What follows belongs to an exercise in optimizing a design on an open flow for small area; a production flow would make more cautious choices.
Only simulation tests tie the RTL to the original design; equivalence was not proved.

==> flow/config.mk <==
export PLATFORM = sky130hd
export DESIGN_NAME = top
export DESIGN_NICKNAME = top
export VERILOG_FILES = /design/flow/design.v
export SDC_FILE = /design/flow/constraint.sdc
export NUM_CORES = 4
export LEC_CHECK = 0
export CAP_MARGIN = 20
export CORE_MARGIN = 2
export CORE_UTILIZATION = 40
export PLACE_DENSITY = 0.6
export SLEW_MARGIN = 20
==> flow/constraint.sdc <==
create_clock -name core_clock -period 20.0 [get_ports {clk}]
set_input_delay 4.0000 -clock core_clock [delete_from_list [all_inputs] [get_ports {clk}]]
set_output_delay 4.0000 -clock core_clock [all_outputs]
set_load 0.01 [all_outputs]
==> flow/design.v <==
module oneD_DCT(input [79:0] x, output [79:0] y);
function [9:0] ad; input [9:0] a, b; input ci; integer i; reg c; begin
  c = ci; for (i=0;i<10;i=i+1) begin ad[i] = a[i]^b[i]^c; c = (a[i]&b[i])|(a[i]&c)|(b[i]&c); end end endfunction
function [9:0] sb; input [9:0] a, b; begin sb = ad(a, ~b, 1'b1); end endfunction
function [19:0] ad20; input [19:0] a, b; input ci; integer i; reg c; begin
  c = ci; for (i=0;i<20;i=i+1) begin ad20[i] = a[i]^b[i]^c; c = (a[i]&b[i])|(a[i]&c)|(b[i]&c); end end endfunction
function [9:0] fin; input [19:0] p; input neg; reg [19:0] q; begin q = ad20(p, {12'd0,{8{neg}}}, 1'b0); fin = q[17:8]; end endfunction
wire [9:0] a0=x[9:0],a1=x[19:10],a2=x[29:20],a3=x[39:30],a4=x[49:40],a5=x[59:50],a6=x[69:60],a7=x[79:70];
wire [9:0] b0,b1,b2,b3,b4,b5,b6,b7,c0,c1,c2,c3,c4,c5,c6,c7,d0,d1,d2,d3,d4,d5,d6,d7,d8,e2,e3,e4,e6,e7,f2,f3,f4,f5,f6,f7;
assign b0 = ad(a0,a7,0); assign b1 = ad(a1,a6,0); assign b2 = sb(a2,a4); assign b3 = sb(a1,a6);
assign b4 = ad(a2,a5,0); assign b5 = ad(a3,a4,0); assign b6 = sb(a2,a5); assign b7 = sb(a0,a7);
assign c0 = ad(b0,b5,0); assign c1 = sb(b1,b4); assign c2 = ad(b2,b6,0); assign c3 = ad(b1,b4,0);
assign c4 = sb(b0,b5); assign c5 = ad(b3,b7,0); assign c6 = ad(b3,b6,0); assign c7 = b7;
assign d0 = ad(c0,c3,0); assign d1 = sb(c0,c3); assign d2 = c2; assign d3 = ad(c1,c4,0); assign d4 = sb(c2,c5);
assign d5 = c4; assign d6 = c5; assign d7 = c6; assign d8 = c7;
wire [19:0] x2={{10{d2[9]}},d2}, x7={{10{d7[9]}},d7}, x6={{10{d6[9]}},d6}, x3={{10{d3[9]}},d3}, x4={{10{d4[9]}},d4};
wire [19:0] p2 = ad20(ad20(x2<<7, x2<<3, 0), x2<<1, 0);
wire [19:0] p3 = ad20(ad20(ad20(x7<<7, x7<<5,0), ad20(x7<<4, x7<<2,0),0), x7, 0);
wire [19:0] p6 = ad20(ad20(ad20(x3<<7, x3<<5,0), ad20(x3<<4, x3<<2,0),0), x3, 0);
wire [19:0] p4 = ad20(ad20(x6<<8, x6<<6,0), ad20(x6<<4, ~(x6<<1),1), 0);
wire [19:0] p7 = ad20(ad20(x4<<6, x4<<5, 0), x4, 0);
assign e2 = fin(p2, d2[9]); assign e3 = fin(p3, d7[9]); assign e4 = fin(p4, d6[9]); assign e6 = fin(p6, d3[9]); assign e7 = fin(p7, d4[9]);
assign f2 = ad(d5,e6,0); assign f3 = sb(d5,e6); assign f4 = ad(e3,d8,0); assign f5 = sb(d8,e3); assign f6 = ad(e2,e7,0); assign f7 = ad(e4,e7,0);
assign y = {sb(f4,f7), f3, ad(f5,f6,0), d1, sb(f5,f6), f2, ad(f4,f7,0), d0};
endmodule
module quant(input [9:0] x, input [5:0] idx, output [9:0] q);
reg [6:0] d;
always @* case (idx)
    6'o00: d = 16;  6'o01: d = 11;  6'o02: d = 10;  6'o03: d = 16;  6'o04: d = 24;  6'o05: d = 40;  6'o06: d = 51;  6'o07: d = 61;
    6'o10: d = 12;  6'o11: d = 12;  6'o12: d = 14;  6'o13: d = 19;  6'o14: d = 26;  6'o15: d = 58;  6'o16: d = 60;  6'o17: d = 55;
    6'o20: d = 14;  6'o21: d = 13;  6'o22: d = 16;  6'o23: d = 24;  6'o24: d = 40;  6'o25: d = 57;  6'o26: d = 69;  6'o27: d = 56;
    6'o30: d = 14;  6'o31: d = 17;  6'o32: d = 22;  6'o33: d = 29;  6'o34: d = 51;  6'o35: d = 87;  6'o36: d = 80;  6'o37: d = 62;
    6'o40: d = 18;  6'o41: d = 22;  6'o42: d = 37;  6'o43: d = 56;  6'o44: d = 68;  6'o45: d = 109; 6'o46: d = 103; 6'o47: d = 77;
    6'o50: d = 24;  6'o51: d = 35;  6'o52: d = 55;  6'o53: d = 64;  6'o54: d = 81;  6'o55: d = 104; 6'o56: d = 113; 6'o57: d = 92;
    6'o60: d = 49;  6'o61: d = 64;  6'o62: d = 78;  6'o63: d = 87;  6'o64: d = 103; 6'o65: d = 121; 6'o66: d = 120; 6'o67: d = 101;
    6'o70: d = 72;  6'o71: d = 92;  6'o72: d = 95;  6'o73: d = 98;  6'o74: d = 112; 6'o75: d = 100; 6'o76: d = 103; 6'o77: d = 99;
endcase
wire s = x[9];
wire [9:0] ax = s ? (~x + 10'd1) : x;    
reg [10:0] r;
reg [5:0] qq;
reg [12:0] t;
integer j;
always @* begin
    r = {1'b0, ax};
    for (j = 5; j >= 0; j = j - 1) begin
        t = {2'b0, r} - ({6'd0, d} << j);
        qq[j] = ~t[12];
        if (~t[12]) r = t[10:0];
    end
end
assign q = s ? -{4'd0, qq} : {4'd0, qq};
endmodule
module top (input clk, rst, enin, enout,
            input signed [9:0] datain,
            output reg signed [9:0] dataout);
reg [9:0] W [0:63];
reg [9:0] IN;           
reg       iv;           
reg       rowend;       
reg [6:0] pc;           
reg [3:0] cs;           
reg [6:0] rc;           
wire colrun = ~cs[3] & colgo;
reg colgo;
wire [79:0] ein, eout;
assign ein = colrun ? {W[56],W[48],W[40],W[32],W[24],W[16],W[8],W[0]}
                    : {IN,W[63],W[62],W[61],W[60],W[59],W[58],W[57]};
oneD_DCT eng(.x(ein), .y(eout));
wire [9:0] y0=eout[9:0], y1=eout[19:10], y2=eout[29:20], y3=eout[39:30],
           y4=eout[49:40], y5=eout[59:50], y6=eout[69:60], y7=eout[79:70];
wire rd = enout & colgo & cs[3] & ~rc[6];
wire [9:0] q;
quant qu(.x(W[56]), .idx(rc[5:0]), .q(q));
integer i;
always @(posedge clk) begin
    if (rst) begin
        iv <= 1'b0; rowend <= 1'b0; pc <= 7'd0; cs <= 4'd0; colgo <= 1'b0; rc <= 7'd0;
        dataout <= 10'd0;
    end else begin
        iv <= enin & ~pc[6];
        if (enin & ~pc[6]) begin
            IN <= datain;
            rowend <= (pc[2:0] == 3'd7);
            pc <= pc + 7'd1;
        end
        if (iv & rowend & pc[6] & ~colgo) colgo <= 1'b1;
        if (colrun) cs <= cs + 4'd1;
        if (rd) begin
            dataout <= q;
            rc <= rc + 7'd1;
        end
    end
end
wire shift = iv | colrun | rd;
always @(posedge clk) begin
    if (shift) begin
        for (i = 0; i < 63; i = i + 1) W[i] <= W[i+1];
        W[63] <= colrun ? y0 : (iv ? IN : W[0]);
        if (iv & rowend) begin
            W[56] <= y0; W[57] <= y1; W[58] <= y2; W[59] <= y3;
            W[60] <= y4; W[61] <= y5; W[62] <= y6; W[63] <= y7;
        end
        if (colrun) begin
            W[7] <= y1; W[15] <= y2; W[23] <= y3; W[31] <= y4;
            W[39] <= y5; W[47] <= y6; W[55] <= y7;
        end
    end
end
endmodule
==> flow/run.sh <==
#!/bin/bash
# synth_recipe.tcl (not shown) runs the flow's synth.tcl, then flattens the netlist and writes it again
# the make line also repeats each setting of config.mk as NAME=value (left out here)
make -C /OpenROAD-flow-scripts/flow DESIGN_CONFIG=/design/flow/config.mk WORK_HOME=/design/flow/orfs CLKGATE_MAP_FILE= SYNTH_SCRIPT=/design/flow/synth_recipe.tcl finish
==> results of run 1 <==
## cells by family (layout without fill, tap and decap cells)
group | after synthesis | count (layout) | synth area share (%)
buffers and inverters | 407 | 507 | 4.08
other | 1 | 2 | 0.00992
adders and majority gates | 469 | 469 | 20.5
muxes | 72 | 72 | 1.99
DFF | 688 | 688 | 53.6
xor gates and xnor gates | 257 | 257 | 6.14
and+or+nand+nor | 615 | 615 | 7.04
AOI/OAI and AO/OA | 415 | 415 | 6.60
## state kept, by name, indices dropped and copies added (netlist names), 4 cells and up
signal   flops
dataout     10
pc           7
IN          10
rc           7
qu.d         7
cs           4
W          640
## worst register-to-register path, delay by kind of cell, from the launching register on
family | cells | cell delay [ps]
AO/OA/AOI/OAI | 35 | 7570
multiplexers | 5 | 1820
AND/OR/NAND/NOR | 16 | 2080
flip-flops | 1 | 440
adder cells (fa/ha/maj) | 8 | 2190
buffers and inverters | 4 | 740
XOR/XNOR | 2 | 400
## worst max path at each step
stage	startpoint	endpoint	cells after the start
floorplan	enout	W[0][0]$_DFFE_PP_	2
global placement	W[56][0]$_DFFE_PP_	dataout[2]$_SDFFE_PP0P_	70
detailed placement	W[56][0]$_DFFE_PP_	dataout[2]$_SDFFE_PP0P_	70
CTS	W[56][0]$_DFFE_PP_	dataout[2]$_SDFFE_PP0P_	70
global route	W[56][0]$_DFFE_PP_	dataout[4]$_SDFFE_PP0P_	70
finish	W[56][0]$_DFFE_PP_	dataout[2]$_SDFFE_PP0P_	70
## layout make-up
| class | instances | share of cell area [%] |
|---|---|---|
| sequential | 688 | 48.4 |
| multi-input combinational | 1829 | 38.3 |
| clock buffer | 90 | 4.72 |
| tap | 1254 | 3.75 |
| inverter | 329 | 2.95 |
| timing repair buffer | 46 | 1.02 |
| clock inverter | 42 | 0.893 |
| antenna | 1 | 0.00597 |
## layer usage
layer	track usage, %	up-vias	share of wire, %
li1	-	10100	-
met3	2.74	103	4.8
met5	0	-	0.017
met2	24.9	400	45
met4	4.42	2	2.1
met1	24.4	10500	48
## cells in the final DEF, fill, tap and decap left out, types with 16 or more instances in the layout
cell	n
clkdlybuf4s50_1	23
nor2b_1	19
nor3_1	18
clkbuf_16	77
nor2_1	93
nand3_1	19
xnor2_1	175
buf_4	21
maj3_2	16
dfxtp_1	38
fa_1	260
maj3_1	18
xor2_1	75
a21oi_1	82
o21ai_0	187
a21o_1	22
nand2_1	379
mux2i_1	58
edfxtp_1	650
nand2b_1	25
inv_1	327
ha_1	175
==> metrics.md, run 1 <==
| Metric | Value |
|---|---|
| Status | finished clean |
| Antenna violations before repair | 3 |
| CP Max Fanout | 14 |
| Fin. Hold Viols | 0 |
| Largest net degree at the start of global routing | 180 |
| CP bufs+invs | 4 |
| CP max-delay cell | a211oi_2 |
| Worst Path Arrival | 15,860 ps |
| Fin cells | about 4.3k |
| CTS Buffer Depth | 3 |
| Hold endpoint | W[24][3]$_DFFE_PP_ |
| Post-Syn Area | 37,800 um^2 |
| Setup crit end kind | register |
| First-pass GRT wire length | between 100,000 and 150,000 um |
| Relative slew slack | between 20% and 30% |
| Hold_ws | slightly below 400 ps |
| Initial DRC Count | ~1.8k |
| I/O pins | 24 |
| Layout area overhead | 10.8% |
| Setup Fix Bufs, Post-CTS | 0 |
| Starting density of the core | 40.5% |
| Fmax | 0.0653 GHz |
| Post-route ant nets | 0 |
| Routed length per instance | ~18 um |
| Placement Setup Slack | 4770 ps |
| Finished Cell Area | 41,900 um^2 |
| H-Tree Level Count | 3 |
| RR Endpoint | dataout[2]$_SDFFE_PP0P_ |
| I/O Buffers | 23 |
| Detailed Route WL | 78,700 um |
| Most area-hungry cell type in the Yosys netlist | edfxtp_1 |
| # hold bufs at CTS | 0 |
| R2r worst-path depth | 70 |
| DP Wirelength | between 50,000 and 60,000 um |
| DP Area | between 30,000 and 40,000 um^2 |
| EDFF count, synth | 650 |
| DRC viols | 0 |
| Core box area | 93,500 um^2 |
| RSZ-0062 raised after global routing | false |
| # Max-Cap Violations | 0 |
| Total number of vias | roughly 21k |
| DIE HEIGHT | 311 um |
| Final period util | 76.5% |
| R2R setup slack | 4690 ps |
| Synth area leaders | edfxtp_1 52%, fa_1 14%, ha_1 5.8% |
| Yosys reg bits | between 600 and 700 |
| Fraction of registers with async set/reset | 0% |
| Synth top area share | about half |
| Synth top cells by count | 650 x edfxtp_1, 381 x nand2_1, 327 x inv_1, 260 x fa_1, 187 x o21ai_0 |
| Die width | between 300 and 400 um |
| Final worst slack | 4690 ps |
| Worst path most repeated cell | o21ai_0 |
| Hold Path Stages | 0 |
| Most common cell in the netlist | edfxtp_1 |
| Top FF cell, synth | edfxtp_1 |
| CP top delay family | compound AO/OA/AOI/OAI gates |
| Syn Nets | 3,373 |
| GRT Resource Usage Total | 16.4% |
| CP Launch Type | register |
| Worst-Margin Slew | 1120 ps |
| Grt total ovfl | 0 |
| Footprint of the multi-input gates | 16,000 um^2 |
| Tmin final | 15,310 ps |
| DRT Pass-1 Iters | 6 |
| Worst R2R Start | W[56][0]$_DFFE_PP_ |
| Post-Place Cells | 4,146 |
| CTS root buffer | clkbuf_16 |
| Vias in the first global route | 20.7k |
| Endpoints failing setup | 0 |
| Hold WC Path Type | reg -> reg |
| CP max stage delay | 660 ps |
| Synthesized instance count | 2,924 |
| CTS Buf Count | 73 |
| Req. time, crit path | 20,550 ps |
| Hold Startpoint | W[25][3]$_DFFE_PP_ |
| Layout Skew | 33.7 ps |
| CTS tree | done |
| Worst-path clk slew | 60 ps |
| # clock sinks | 688 |
| Reg area | 20,300 um^2 |
| Mean Syn Cell Area | roughly 13 um^2 |
| Final Core Density | 44.8% |
| Routed vias/inst | ~5 |
| Ys Warns | 5 |
| Die Footprint | 97,000 um^2 |
| Filler cells | roughly 8.5k |
| Cell row count | 112 |
| Sequential area share after synthesis | 53.6% |
| Gates resized, CTS repair | 0 |
| Final nets | 3,416 |
| Post-synth cell types | 80 |
| Placer congestion estimate | 0.878 |
| Clock latency on the worst-skew pair | 630 ps |
| Max-slew violations | 0 |
| Setup TNS | 0 ps |
| Layout cells sized above 1 | 6.22% |
| CP Class | reg -> reg |
==> run 2, diff against run 1 <==
--- a/flow/config.mk
+++ b/flow/config.mk
@@ -10,2 +10,3 @@
 export CORE_UTILIZATION = 40
+export CTS_BUF_LIST = sky130_fd_sc_hd__clkbuf_4
 export PLACE_DENSITY = 0.6
==> run 2 against run 1 <==
Still clean on timing, DRC and antenna; wire length is 1.4% higher; global-route usage is 0.39 points higher; utilization is 0.059 points lower; cell area is 0.13% lower; cell count is 4.2% higher; highest routed layer unchanged.
==> metrics.md, run 2 <==
| Metric | Value |
|---|---|
| Max-slew violations | 0 (unchanged) |
| Most area-hungry cell type in the Yosys netlist | edfxtp_1 |
| Mean Syn Cell Area | 12.9 um^2 (unchanged) |
| CP bufs+invs | 4 (unchanged) |
| Compound-cell area share of the yosys netlist | 6.60% (unchanged) |
| Layout cells sized above 1 | 11.1% (+4.8 points) |
| Largest net degree at the start of global routing | 180 (unchanged) |
| Most common cell in the netlist | edfxtp_1 |
| Ys Warns | 5 (unchanged) |
| # hold bufs at CTS | 0 (unchanged) |
| Routed length per instance | 17.9 um (-2.7%) |
| Post-Syn Area | 37,800 um^2 (unchanged) |
| First-pass GRT wire length | 124,000 um (+1.5%) |
| DIE HEIGHT | 311 um (unchanged) |
| Post-synth cell types | 80 (unchanged) |
| CTS Buf Count | 177 (+140%) |
| CP Class | reg -> reg |
| Fraction of registers with async set/reset | 0% (unchanged) |
| Fin. Hold Viols | 0 (unchanged) |
| Layout area overhead | 10.6% |
| # clock sinks | 688 (unchanged) |
| Fmax | 0.0653 GHz (-0.12%) |
| DP Area | 39,500 um^2 (unchanged) |
| CTS root buffer | clkbuf_4 |
| Endpoints failing setup | 0 (unchanged) |
| Hold WC Path Type | reg -> reg |
| CP Max Fanout | 14 (unchanged) |
| Worst Path Arrival | 16,300 ps (+440 ps) |
| Starting density of the core | 40.5% (unchanged) |
| Post-Synth Simple-Gate Area | 7.04% (unchanged) |
| DP Wirelength | 58,400 um (unchanged) |
| Worst-path clk slew | 70 ps (about the same) |
| Req. time, crit path | 20,980 ps (+430 ps) |
| CTS tree | done |
| I/O Buffers | 23 (unchanged) |
| Relative slew slack | 21.7% (-3.5 points) |
| Worst-Margin Slew | 1170 ps (+52.7 ps) |
| Tmin final | 15,320 ps (+17.6 ps) |
| Main combinational cell family by area after synthesis | adder cells |
| Synth Area in Adders | 20.5% (unchanged) |
| Total number of vias | 21.7k (+3.0%) |
| Gates resized, CTS repair | 0 (unchanged) |
| Setup Fix Bufs, Post-CTS | 0 (unchanged) |
| RSZ-0062 raised after global routing | false |
| Most common cell after layout, fill and taps aside | edfxtp_1 |
| Cell row count | 112 (unchanged) |
| Final nets | 3,520 (+3.0%) |
| Syn Nets | 3,373 (unchanged) |
| R2R setup slack | 4680 ps (-20 ps) |
| Setup TNS | 0 ps (unchanged) |
| Synth top cells by count | 650 x edfxtp_1, 381 x nand2_1, 327 x inv_1, 260 x fa_1, 187 x o21ai_0 |
| Post-Place Cells | 4,146 (unchanged) |
| # Max-Cap Violations | 0 (unchanged) |
| Synthesized instance count | 2,924 (unchanged) |
| Most frequent cells in the layout | 650 x edfxtp_1, 379 x nand2_1, 327 x inv_1, 260 x fa_1, 243 x clkbuf_4 |
| CTS Buffer Depth | 3 (unchanged) |
| Worst path most repeated cell | o21ai_0 |
| Antenna violations before repair | 4 (+1) |
| Finished Cell Area | 41,800 um^2 (-0.13%) |
| Final period util | 76.6% (+0.088 points) |
| Synth area leaders | edfxtp_1 52%, fa_1 14%, ha_1 5.8% |
| Yosys reg bits | 688 (unchanged) |
| Sequential area share after synthesis | 53.6% (unchanged) |
| I/O pins | 24 (unchanged) |
| CP Launch Type | register |
| Detailed Route WL | 79,800 um (+1.4%) |
| Biggest regs | W x640, IN x10, dataout x10 |
| Vias in the first global route | 21.4k (+3.6%) |
| Biggest register | W |
| Core box area | 93,500 um^2 (unchanged) |
| Die Footprint | 97,000 um^2 (unchanged) |
| CP top delay family | compound AO/OA/AOI/OAI gates |
| Grt total ovfl | 0 (unchanged) |
| Post-Synth XOR/XNOR Area | 6.14% (unchanged) |
| DRC viols | 0 (unchanged) |
| Top FF cell, synth | edfxtp_1 |
| Placer congestion estimate | 0.878 (unchanged) |
| Fin cells | 4,460 (+4.2%) |
| Setup crit end kind | register |
| Clock latency on the worst-skew pair | 1100 ps (+470 ps) |
| CP max-delay cell | a211oi_2 |
| Status | finished clean |
| Max reg flops | 640 (unchanged) |
| DRT Pass-1 Iters | 5 (-1) |
| Synth top area share | 51.6% (unchanged) |
| Initial DRC Count | 1,675 (-7.3%) |
| Die width | 311 um (unchanged) |
| Multiplexer share of the synthesized area | 1.99% (unchanged) |
| CP max stage delay | 650 ps (about the same) |
| H-Tree Level Count | 4 (+1) |
| Post-route ant nets | 0 (unchanged) |
| EDFF count, synth | 650 (unchanged) |
| Routed vias/inst | 4.87 (-1.2%) |
| Layout Skew | 92.6 ps (+58.9 ps) |
| GRT Resource Usage Total | 16.8% (+0.39 points) |
## run 2: path summary, 6_finish.rpt
kind | from | endpoint | cells past startpoint
max | W[56][0]$_DFFE_PP_ | dataout[2]$_SDFFE_PP0P_ | 70
min | W[52][8]$_DFFE_PP_ | W[51][8]$_DFFE_PP_ | 0
max reg2reg | W[56][0]$_DFFE_PP_ | dataout[2]$_SDFFE_PP0P_ | 70
min reg2reg | W[52][8]$_DFFE_PP_ | W[51][8]$_DFFE_PP_ | 0
## run 2: cell type report
class / count / area (um^2)
antenna: 5 / 12.5
clock buffer: 243 / 1820
clock inverter: 66 / 460
fill: 8581 / 51600
inverter: 329 / 1230
multi-input combinational: 1829 / 16000
sequential: 688 / 20300
tap: 1254 / 1570
timing repair buffer: 46 / 428
## run 2: metrics by stage
| stage | worst slack (ps) | utilization (%) | hold WS [ps] |
|---|---|---|---|
| final | 4680 | 44.8 | 358 |
| after global routing | 2730 | 44.8 | 357 |
| after global placement | 4940 | 42.3 | 400 |
| after floorplan | 914 | - | 400 |
| after CTS | 4630 | 44.7 | 344 |
| after detailed placement | 4770 | 42.3 | 405 |
## run 2: kinds of logic (layout without fill, tap and decap cells)
logic type | after synthesis | count (layout)
adder cells (fa/ha/maj) | 469 | 469
other | 1 | 6
XOR/XNOR | 257 | 257
AND/OR/NAND/NOR | 615 | 615
AO/OA/AOI/OAI | 415 | 415
buffers and inverters | 407 | 684
flip-flops | 688 | 688
multiplexers | 72 | 72
## run 2: worst reg2reg max path: cells and delay by family, from the launching register on
kind                     cells  cell delay (ps)
AO/OA/AOI/OAI               35             7560
XOR/XNOR                     2              400
adder cells (fa/ha/maj)      8             2190
buffers and inverters        4              740
flip-flops                   1              440
multiplexers                 5             1830
AND/OR/NAND/NOR             16             2070
## run 2: layer usage
layer  share of wire [%]  wire [um]  global-route usage [%]  vias up
met5               0.018         14                       0        -
met4                 2.1       1650                    5.53        2
met3                 5.6       4480                    3.91      106
met1                  48      38000                    24.3    10600
li1                    -          -                       -    10500
met2                  45      35600                    24.9      522
==> run 3, diff against run 2 <==
--- a/flow/config.mk
+++ b/flow/config.mk
@@ -9,5 +9,6 @@
 export CORE_MARGIN = 2
-export CORE_UTILIZATION = 40
-export CTS_BUF_LIST = sky130_fd_sc_hd__clkbuf_4
-export PLACE_DENSITY = 0.6
+export CORE_UTILIZATION = 65
+export CTS_BUF_LIST = sky130_fd_sc_hd__clkbuf_2
+export CTS_CLUSTER_SIZE = 20
+export PLACE_DENSITY = 0.75
 export SLEW_MARGIN = 20
==> run 3 against run 2 <==
First-iteration DRC count grew 5.3%; register-to-register slack gained 170 ps; still clean on timing, DRC and antenna; critical path depth is the same.
==> metrics.md, run 3 <==
| Metric | Value |
|---|---|
| Syn Nets | 3,373 (unchanged) |
| Post-route ant nets | 0 (unchanged) |
| Vias in the first global route | 22.8k (+6.7%) |
| EDFF count, synth | 650 (unchanged) |
| Mean Syn Cell Area | 12.9 um^2 (unchanged) |
| Max reg flops | 640 (unchanged) |
| Setup TNS | 0 ps (unchanged) |
| CTS root buffer | clkbuf_2 |
| Sequential area share after synthesis | 53.6% (unchanged) |
| Worst-Margin Slew | 1170 ps (-7.46 ps) |
| Synth top area share | 51.6% (unchanged) |
| CP Max Fanout | 15 (+1) |
| CTS Buf Count | 165 (-6.8%) |
| # clock sinks | 688 (unchanged) |
| Hold WC Path Type | reg -> reg |
| CP max-delay cell | a211oi_2 |
| Die width | 245 um (-21%) |
| Clock latency on the worst-skew pair | 1390 ps (+290 ps) |
| Setup Fix Bufs, Post-CTS | 0 (unchanged) |
| Endpoints failing setup | 0 (unchanged) |
| Biggest register | W |
| GRT Resource Usage Total | 28.7% (+12 points) |
| DRC viols | 0 (unchanged) |
| Top FF cell, synth | edfxtp_1 |
| Most area-hungry cell type in the Yosys netlist | edfxtp_1 |
| Initial DRC Count | 1,764 (+5.3%) |
| Worst path most repeated cell | o21ai_0 |
| DP Wirelength | 61,500 um (+5.4%) |
| I/O Buffers | 23 (unchanged) |
| Placer congestion estimate | 0.930 (+5.8%) |
| CP Class | reg -> reg |
| Tmin final | 15,160 ps (-169 ps) |
| Met2 usage | 42.7% (+18 points) |
| DP Area | 38,900 um^2 (-1.5%) |
| # hold bufs at CTS | 0 (unchanged) |
| Routed length per instance | 20.9 um (+17%) |
| Relative slew slack | 22.2% (+0.50 points) |
| Core box area | 57,600 um^2 (-38%) |
| Worst Path Arrival | 16,420 ps (+120 ps) |
| CTS Buffer Depth | 3 (unchanged) |
| RSZ-0062 raised after global routing | false |
| Cell row count | 88 (-21%) |
| Synth top cells by count | 650 x edfxtp_1, 381 x nand2_1, 327 x inv_1, 260 x fa_1, 187 x o21ai_0 |
| Layout Skew | 98.2 ps (+5.57 ps) |
| Fmax | 0.0660 GHz (+1.1%) |
| DRT Pass-1 Iters | 5 (unchanged) |
| Layout area overhead | 7.10% |
| Most frequent cells in the layout | 650 x edfxtp_1, 379 x nand2_1, 327 x inv_1, 260 x fa_1, 232 x clkbuf_2 |
| GR met3 Demand/Resource | 7.15% (+3.2 points) |
| Setup crit end kind | register |
| Synth area leaders | edfxtp_1 52%, fa_1 14%, ha_1 5.8% |
| Total number of vias | 22.5k (+3.7%) |
| Grt total ovfl | 0 (unchanged) |
| M1 GR Usage | 42.3% (+18 points) |
| Starting density of the core | 65.7% (+25 points) |
| Synthesized instance count | 2,924 (unchanged) |
| Yosys reg bits | 688 (unchanged) |
| DIE HEIGHT | 245 um (-21%) |
| R2R setup slack | 4840 ps (+170 ps) |
| CP max stage delay | 670 ps (+20 ps) |
| H-Tree Level Count | 4 (unchanged) |
| Die Footprint | 60,100 um^2 (-38%) |
| Most common cell in the netlist | edfxtp_1 |
| Antenna violations before repair | 4 (unchanged) |
| I/O pins | 24 (unchanged) |
| CP Launch Type | register |
| Status | finished clean |
| Largest net degree at the start of global routing | 199 (+11%) |
| Final nets | 3,511 (-0.26%) |
| # Max-Cap Violations | 0 (unchanged) |
| Max-slew violations | 0 (unchanged) |
| Biggest regs | W x640, IN x10, dataout x10 |
| Post-synth cell types | 80 (unchanged) |
| Most common cell after layout, fill and taps aside | edfxtp_1 |
| Routed vias/inst | 5.69 (+17%) |
| Detailed Route WL | 82,800 um (+3.8%) |
| Worst-path clk slew | 120 ps (+50 ps) |
| Layout cells sized above 1 | 10.7% (-0.39 points) |
| Fin. Hold Viols | 0 (unchanged) |
| Req. time, crit path | 21,270 ps (+290 ps) |
| Post-Syn Area | 37,800 um^2 (unchanged) |
| Fraction of registers with async set/reset | 0% (unchanged) |
| Gates resized, CTS repair | 0 (unchanged) |
| Fin cells | 3,959 (-11%) |
| Gr busiest metal | met2 |
| Post-Place Cells | 3,660 (-12%) |
| Finished Cell Area | 40,500 um^2 (-3.2%) |
| Final period util | 75.8% (-0.84 points) |
| CTS tree | done |
| First-pass GRT wire length | 129,000 um (+3.9%) |
| Ys Warns | 5 (unchanged) |
| Hold_ws | 382 ps (+23.4 ps) |
run 3: critical path, delay by kind of cell, from the launching register on:
family	cells	cell delay (ps)
flip-flops	1	470
multiplexers	5	1760
AND/OR/NAND/NOR	16	2110
buffers and inverters	4	730
XOR/XNOR	2	440
adder cells (fa/ha/maj)	8	2180
AO/OA/AOI/OAI	35	7380
run 3: per-layer routing:
layer,routed length [um],vias up
met1,37000,11100
met3,6440,131
li1,-,10400
met2,37700,837
met4,1660,4
met5,27,-
run 3: cell families after synthesis:
group                    after synthesis  share of synthesized area [%]
adder cells (fa/ha/maj)              469                           20.5
AO/OA/AOI/OAI                        415                           6.60
flip-flops                           688                           53.6
buffers and inverters                407                           4.08
multiplexers                          72                           1.99
other                                  1                        0.00992
AND/OR/NAND/NOR                      615                           7.04
XOR/XNOR                             257                           6.14
run 3: path summary, 6_finish.rpt:
kind / end / depth (start not counted) / start
hold reg to reg: W[9][8]$_DFFE_PP_ / 0 / W[10][8]$_DFFE_PP_
setup / recovery: dataout[2]$_SDFFE_PP0P_ / 70 / W[56][0]$_DFFE_PP_
hold / removal: W[9][8]$_DFFE_PP_ / 0 / W[10][8]$_DFFE_PP_
setup reg to reg: dataout[2]$_SDFFE_PP0P_ / 70 / W[56][0]$_DFFE_PP_
run 3: area by class of cell:
cell class | count | area [um^2]
repair buffers | 49 | 450
flip-flops and latches | 688 | 20300
inverters | 329 | 1230
clock inverters | 61 | 377
fillers | 3963 | 17100
clock buffers | 232 | 1160
well taps | 765 | 957
multi-input cells | 1829 | 16000
diodes | 6 | 15.0
run 3: metrics by stage:
| step | setup WS (ps) | util (%) |
|---|---|---|
| after global placement | 5460 | 67.6 |
| after global routing | 3210 | 70.3 |
| final | 4840 | 70.3 |
| after CTS | 4870 | 70.3 |
| after floorplan | 914 | - |
| after detailed placement | 5000 | 67.6 |

## re-timing with driven ports
No port has a modelled driver above. Below, the same layouts with a new extraction and two added sets of constraints. Step 1 (the two cells are an assumption about what drives the block):
set clk [get_ports {clk}]
set_driving_cell -lib_cell sky130_fd_sc_hd__clkbuf_16 $clk
set_driving_cell -lib_cell sky130_fd_sc_hd__buf_2 [delete_from_list [all_inputs] $clk]
Step 2 also shifts input and output timing later by t, the mid clock arrival at the registers, as if the neighbouring blocks saw the same clock. Three values: no drivers, after step 1, after step 2; two values: the first two.
run	t, ns	setup WS [ns]	clock arrival spread, ns	slew at the worst register clock pin (ns)
run 1	0.675	4.693 / 4.693 / 4.693	0.034 / 0.035	0.07 / 0.07
run 2	1.109	4.676 / 4.676 / 4.676	0.097 / 0.098	0.08 / 0.08
run 3	1.395	4.845 / 4.845 / 4.845	0.099 / 0.098	0.12 / 0.12
After both steps every run listed still meets setup and hold.
